What follows belongs to an exercise in optimizing a design on an open flow for small area, a short achievable clock period and few clock cycles per item; a production flow would make more cautious choices.
The RTL was checked by simulation tests, not by an equivalence proof against the original design.
No activity file was given, so power comes from the tool's default toggle rates.

==> inputs of maple <==
// matrix2x2_mult
module matrix2x2_mult (
    input       clk,
    input       rst,
    input       start,
    input [7:0]  a00, a01,
    input [7:0]  a10, a11,
    input [7:0]  b00, b01,
    input [7:0]  b10, b11,
    output [16:0] c00, c01,
    output [16:0] c10, c11,
    output done
);
Settings: LEC_CHECK=0, CAP_MARGIN=20, CORE_MARGIN=2, CORE_UTILIZATION=65, CTS_BUF_LIST=sky130_fd_sc_hd__clkbuf_16, CTS_CLUSTER_DIAMETER=150, CTS_CLUSTER_SIZE=30, SETUP_SLACK_MARGIN=4.2, SLEW_MARGIN=20, SYNTH_HIERARCHICAL=1, SYNTH_MINIMUM_KEEP_SIZE=0; clock period 7.0 ns.
standard.sh (not shown) runs the stock make flow with config.mk's settings and CLKGATE_MAP_FILE= SYNTH_SCRIPT=/design/flow/synth_recipe.tcl, a recipe that flattens the netlist after the stock synthesis.
==> flow/flow/run.sh <==
#!/bin/bash
# The standard layout, with plain buffers (buf_1) on the ports instead of the
# delay buffer buffer_ports picks by default.
set -euo pipefail
bash standard.sh "BUFFER_PORTS_ARGS=-buffer_cell sky130_fd_sc_hd__buf_1" finish > standard_flow.log 2>&1
==> sierra: changes against maple <==
CORE_UTILIZATION = 75   (was 65)
SETUP_SLACK_MARGIN = 4.3   (was 4.2)
==> amber: changes against maple <==
SETUP_SLACK_MARGIN = 4.3   (was 4.2)
==> comparison <==
Synthesized cell count is the same in amber and sierra.
Combinational power: maple < amber < sierra.
In area after synthesis, sierra and amber do not differ.
The highest maximum frequency belongs to amber, the lowest to maple.
In critical path depth, maple and amber do not differ.
==> figures <==
                                                                    amber       maple      sierra
Length in cells of the worst reg-to-reg path                              5           5           9
Delay of the slowest cell on the worst path                          560 ps      630 ps      640 ps
Result of the run                                  timing/DRC/antenna clean  timing/DRC/antenna clean  timing/DRC/antenna clean
DP Area                                                          0.0207 mm2  0.0207 mm2  0.0206 mm2
Global-route wire length before repair                              68.4 mm     68.1 mm     75.2 mm
Met2 demand-to-capacity share in global routing                       48.5%       48.3%       62.3%
WP depth                                                                  5           5           9
Number of diodes added for antenna fixing                                 1           0           0
Share of total power in the clock network                             10.3%       10.7%        9.9%
Setup WS pre-CTS                                                    4170 ps     4170 ps     4090 ps
Amount of wire on met3 after detailed routing                       3.15 mm     3.47 mm     4.79 mm
Clock latency reported for the late side of the worst-skew pair      510 ps      520 ps      520 ps
Testbench counts of maple, summed over its fixed seeds: cycles 16,016, items 16,000.
Testbench counts of sierra, summed over its fixed seeds: cycles 16,016, items 16,000.
Testbench counts of amber, summed over its fixed seeds: cycles 16,016, items 16,000.

* * *

==> juniper: inputs <==
matrix2x2_mult, a different RTL version from the one above (not shown whole).
Settings: LEC_CHECK=0, CAP_MARGIN=20, CORE_MARGIN=2, CORE_UTILIZATION=65, CTS_BUF_LIST=sky130_fd_sc_hd__clkbuf_16, CTS_CLUSTER_DIAMETER=150, CTS_CLUSTER_SIZE=30, SETUP_SLACK_MARGIN=4.0, SLEW_MARGIN=20, SYNTH_HIERARCHICAL=1, SYNTH_MINIMUM_KEEP_SIZE=0; clock period 7.0 ns.
Scripts as last shown in full above: flow/flow/run.sh
==> inputs of nickel, as changes to juniper <==
--- a/flow/design.v
+++ b/flow/design.v
@@ -604,113 +604,96 @@
   mm_nand u59 (.a(w46_0), .b(w44_0), .y(w59_0));
   wire w60_0;
   mm_nor u60 (.a(i[6]), .b(w48_0), .y(w60_0));
   wire w61_0;
   mm_inv u61 (.a(w49_0), .y(w61_0));
   wire w62_0;
   mm_nor u62 (.a(w61_0), .b(w48_0), .y(w62_0));
   wire w63_0;
-  mm_inv u63 (.a(w31_0), .y(w63_0));
+  mm_inv u63 (.a(w32_0), .y(w63_0));
   wire w64_0;
-  mm_inv u64 (.a(w32_0), .y(w64_0));
+  mm_o21bai u64 (.a(w63_0), .b(w50_0), .c(w31_0), .y(w64_0));
   wire w65_0;
-  mm_o21ai u65 (.a(w64_0), .b(w50_0), .c(w63_0), .y(w65_0));
+  mm_nor u65 (.a(w63_0), .b(w51_0), .y(w65_0));
   wire w66_0;
-  mm_inv u66 (.a(w32_0), .y(w66_0));
+  mm_o21ai u66 (.a(w53_0), .b(w50_0), .c(w52_0), .y(w66_0));
   wire w67_0;
-  mm_nor u67 (.a(w66_0), .b(w51_0), .y(w67_0));
+  mm_nor u67 (.a(w53_0), .b(w51_0), .y(w67_0));
   wire w68_0;
-  mm_o21ai u68 (.a(w53_0), .b(w50_0), .c(w52_0), .y(w68_0));
+  mm_inv u68 (.a(w40_0), .y(w68_0));
   wire w69_0;
-  mm_nor u69 (.a(w53_0), .b(w51_0), .y(w69_0));
+  mm_o21bai u69 (.a(w68_0), .b(w54_0), .c(w39_0), .y(w69_0));
   wire w70_0;
-  mm_inv u70 (.a(w39_0), .y(w70_0));
+  mm_nor u70 (.a(w68_0), .b(w55_0), .y(w70_0));
   wire w71_0;
-  mm_inv u71 (.a(w40_0), .y(w71_0));
+  mm_o21ai u71 (.a(w57_0), .b(w54_0), .c(w56_0), .y(w71_0));
   wire w72_0;
-  mm_o21ai u72 (.a(w71_0), .b(w54_0), .c(w70_0), .y(w72_0));
+  mm_nor u72 (.a(w57_0), .b(w55_0), .y(w72_0));
   wire w73_0;
-  mm_inv u73 (.a(w40_0), .y(w73_0));
+  mm_a21oi u73 (.a(w28_0), .b(w62_0), .c(w27_0), .y(w73_0));
   wire w74_0;
-  mm_nor u74 (.a(w73_0), .b(w55_0), .y(w74_0));
+  mm_inv u74 (.a(w51_0), .y(w74_0));
   wire w75_0;
-  mm_o21ai u75 (.a(w57_0), .b(w54_0), .c(w56_0), .y(w75_0));
+  mm_a21boi u75 (.a(w74_0), .b(w62_0), .c(w50_0), .y(w75_0));
   wire w76_0;
-  mm_nor u76 (.a(w57_0), .b(w55_0), .y(w76_0));
+  mm_a21oi u76 (.a(w65_0), .b(w62_0), .c(w64_0), .y(w76_0));
   wire w77_0;
-  mm_a21oi u77 (.a(w28_0), .b(w62_0), .c(w27_0), .y(w77_0));
+  mm_a21oi u77 (.a(w67_0), .b(w62_0), .c(w66_0), .y(w77_0));
   wire w78_0;
-  mm_inv u78 (.a(w50_0), .y(w78_0));
+  mm_a21oi u78 (.a(w44_0), .b(w71_0), .c(w43_0), .y(w78_0));
   wire w79_0;
-  mm_inv u79 (.a(w51_0), .y(w79_0));
+  mm_nand u79 (.a(w44_0), .b(w72_0), .y(w79_0));
   wire w80_0;
-  mm_a21oi u80 (.a(w79_0), .b(w62_0), .c(w78_0), .y(w80_0));
+  mm_inv u80 (.a(w59_0), .y(w80_0));
   wire w81_0;
-  mm_a21oi u81 (.a(w67_0), .b(w62_0), .c(w65_0), .y(w81_0));
+  mm_a21boi u81 (.a(w80_0), .b(w71_0), .c(w58_0), .y(w81_0));
   wire w82_0;
-  mm_a21oi u82 (.a(w69_0), .b(w62_0), .c(w68_0), .y(w82_0));
+  mm_nand u82 (.a(w80_0), .b(w72_0), .y(w82_0));
   wire w83_0;
-  mm_a21oi u83 (.a(w44_0), .b(w75_0), .c(w43_0), .y(w83_0));
+  mm_inv u83 (.a(w36_0), .y(w83_0));
   wire w84_0;
-  mm_nand u84 (.a(w44_0), .b(w76_0), .y(w84_0));
+  mm_o21bai u84 (.a(w83_0), .b(w77_0), .c(w35_0), .y(w84_0));
   wire w85_0;
-  mm_inv u85 (.a(w58_0), .y(w85_0));
+  mm_o21ai u85 (.a(w55_0), .b(w77_0), .c(w54_0), .y(w85_0));
   wire w86_0;
-  mm_inv u86 (.a(w59_0), .y(w86_0));
+  mm_inv u86 (.a(w70_0), .y(w86_0));
   wire w87_0;
-  mm_a21oi u87 (.a(w86_0), .b(w75_0), .c(w85_0), .y(w87_0));
+  mm_o21bai u87 (.a(w86_0), .b(w77_0), .c(w69_0), .y(w87_0));
   wire w88_0;
-  mm_inv u88 (.a(w59_0), .y(w88_0));
+  mm_inv u88 (.a(w72_0), .y(w88_0));
   wire w89_0;
-  mm_nand u89 (.a(w88_0), .b(w76_0), .y(w89_0));
+  mm_o21bai u89 (.a(w88_0), .b(w77_0), .c(w71_0), .y(w89_0));
   wire w90_0;
-  mm_inv u90 (.a(w35_0), .y(w90_0));
-  wire w91_0;
-  mm_inv u91 (.a(w36_0), .y(w91_0));
-  wire w92_0;
-  mm_o21ai u92 (.a(w91_0), .b(w82_0), .c(w90_0), .y(w92_0));
-  wire w93_0;
-  mm_o21ai u93 (.a(w55_0), .b(w82_0), .c(w54_0), .y(w93_0));
-  wire w94_0;
-  mm_inv u94 (.a(w72_0), .y(w94_0));
-  wire w95_0;
-  mm_inv u95 (.a(w74_0), .y(w95_0));
-  wire w96_0;
-  mm_o21ai u96 (.a(w95_0), .b(w82_0), .c(w94_0), .y(w96_0));
-  wire w97_0;
-  mm_inv u97 (.a(w75_0), .y(w97_0));
-  wire w98_0;
-  mm_inv u98 (.a(w76_0), .y(w98_0));
-  wire w99_0;
-  mm_o21ai u99 (.a(w98_0), .b(w82_0), .c(w97_0), .y(w99_0));
-  wire w100_0;
-  mm_o21ai u100 (.a(w84_0), .b(w82_0), .c(w83_0), .y(w100_0));
-  mm_o21ai u101 (.a(w89_0), .b(w82_0), .c(w87_0), .y(c[16]));
-  mm_xnor u102 (.a(i[5]), .b(w25_0), .y(c[3]));
-  mm_xor u103 (.a(i[6]), .b(w48_0), .y(c[4]));
-  mm_xnor u104 (.a(w4_0), .b(w60_0), .y(c[5]));
-  mm_xor u105 (.a(w28_0), .b(w62_0), .y(c[6]));
-  mm_xnor u106 (.a(w30_0), .b(w77_0), .y(c[7]));
-  mm_xnor u107 (.a(w32_0), .b(w80_0), .y(c[8]));
-  mm_xnor u108 (.a(w34_0), .b(w81_0), .y(c[9]));
-  mm_xnor u109 (.a(w36_0), .b(w82_0), .y(c[10]));
-  mm_xor u110 (.a(w38_0), .b(w92_0), .y(c[11]));
-  mm_xor u111 (.a(w40_0), .b(w93_0), .y(c[12]));
-  mm_xor u112 (.a(w42_0), .b(w96_0), .y(c[13]));
-  mm_xor u113 (.a(w44_0), .b(w99_0), .y(c[14]));
-  mm_xor u114 (.a(w46_0), .b(w100_0), .y(c[15]));
+  mm_o21ai u90 (.a(w79_0), .b(w77_0), .c(w78_0), .y(w90_0));
+  mm_o21ai u91 (.a(w82_0), .b(w77_0), .c(w81_0), .y(c[16]));
+  mm_xnor u92 (.a(i[5]), .b(w25_0), .y(c[3]));
+  mm_xor u93 (.a(i[6]), .b(w48_0), .y(c[4]));
+  mm_xnor u94 (.a(w4_0), .b(w60_0), .y(c[5]));
+  mm_xor u95 (.a(w28_0), .b(w62_0), .y(c[6]));
+  mm_xnor u96 (.a(w30_0), .b(w73_0), .y(c[7]));
+  mm_xnor u97 (.a(w32_0), .b(w75_0), .y(c[8]));
+  mm_xnor u98 (.a(w34_0), .b(w76_0), .y(c[9]));
+  mm_xnor u99 (.a(w36_0), .b(w77_0), .y(c[10]));
+  mm_xor u100 (.a(w38_0), .b(w84_0), .y(c[11]));
+  mm_xor u101 (.a(w40_0), .b(w85_0), .y(c[12]));
+  mm_xor u102 (.a(w42_0), .b(w87_0), .y(c[13]));
+  mm_xor u103 (.a(w44_0), .b(w89_0), .y(c[14]));
+  mm_xor u104 (.a(w46_0), .b(w90_0), .y(c[15]));
 endmodule
 module mm_nand (input a, b, output y); assign y = ~(a & b); endmodule
 module mm_nor (input a, b, output y); assign y = ~(a | b); endmodule
 module mm_or (input a, b, output y); assign y = a | b; endmodule
 module mm_xor (input a, b, output y); assign y = a ^ b; endmodule
 module mm_xnor (input a, b, output y); assign y = ~(a ^ b); endmodule
 module mm_inv (input a, output y); assign y = ~a; endmodule
 module mm_a21oi (input a, b, c, output y); assign y = ~((a & b) | c); endmodule
 module mm_o21ai (input a, b, c, output y); assign y = ~((a | b) & c); endmodule
+module mm_a21boi (input a, b, c, output y); assign y = ~((a & b) | ~c); endmodule
+module mm_o21bai (input a, b, c, output y); assign y = ~((a | b) & ~c); endmodule
+module mm_nor2b (input a, b, output y); assign y = ~(a | ~b); endmodule
 module mm_fa (
   input  a, b, c,
   output s, co
 );
   assign s = a ^ b ^ c;
   assign co = (a & b) | (a & c) | (b & c);
 endmodule
==> summary of the runs <==
nickel finished clean. juniper passed the timing, design-rule and antenna checks.
Between nickel and juniper, the lower clock skew is in nickel (gap 0.0016 ns).
Register-to-register slack is about the same in juniper and nickel.
In nickel the clock power is higher than in juniper, by about 0.5%.
Of juniper and nickel, juniper has the higher utilization (gap 0.32 points).
Against nickel, the setup slack of juniper is worse by 0.0027 ns.
Via count is about the same in juniper and nickel.
Worst hold slack: juniper is better than nickel (0.0010 ns).
In fmax, juniper and nickel hardly differ.
==> figures <==
item	nickel	juniper
Combined area of the multi-input logic cells	12200 µm²	12200 µm²
Routed length on met3	4900 µm	4420 µm
Met1 usage	0.442	0.437
Share of the clock period used by the worst path	0.416	0.417
Non-Filler Instances	2104	2144
Setup slack on the worst flop-to-flop path	4.09 ns	4.08 ns
Number of inverters outside the clock class in the layout	45	85
Run status	complete, no violations	complete, no violations
Arithmetic-cell share of the synthesized area counting full adders, half adders and majority gates	0.444	0.442
Final WL	41200 µm	40600 µm
Final worst setup slack	4.09 ns	4.08 ns
Fraction of area in clock buffers and inverters	0.0173	0.0173
Power dissipated in the clock network	854 µW	850 µW
Wire length on met2	18400 µm	18300 µm
Fin area	19600 µm²	19700 µm²
Total combinational power	4960 µW	5040 µW
Sequential share of the synthesized area	0.321	0.319
Met2 track demand over resource	0.452	0.452
Testbench counts of juniper, summed over its fixed seeds: cycles 16,016, items 16,000.
Testbench counts of nickel, summed over its fixed seeds: cycles 16,016, items 16,000.

[afterwards: timing with drivers on the ports]
How much do the figures lean on ideal ports? The routed layouts below were timed once more, with nothing changed but the port constraints.
Step 1 (the two cells are an assumption about what drives the block):
set clk [get_ports {clk}]
set_driving_cell -lib_cell sky130_fd_sc_hd__clkbuf_16 $clk
set_driving_cell -lib_cell sky130_fd_sc_hd__buf_2 [delete_from_list [all_inputs] $clk]
Step 2 adds t to the input delays and takes it off the output delays; t is the mean of the earliest and latest rising clock arrival at the registers after step 1. Input paths then give back, and output paths get back, about the clock's delay inside the block.
a / b / c = ideal ports / drivers / drivers and shift; a / b = the first two.
run	t (ns)	slack for setup (ns)	clock arrival spread, ns
maple	0.561	4.241 / 4.241 / 4.241	0.015 / 0.015
sierra	0.561	4.282 / 4.282 / 4.282	0.017 / 0.017
amber	0.559	4.341 / 4.341 / 4.341	0.012 / 0.012
juniper	0.548	4.083 / 4.083 / 4.083	0.019 / 0.019
nickel	0.548	4.086 / 4.086 / 4.086	0.022 / 0.022
After both steps every run listed still meets setup and hold.
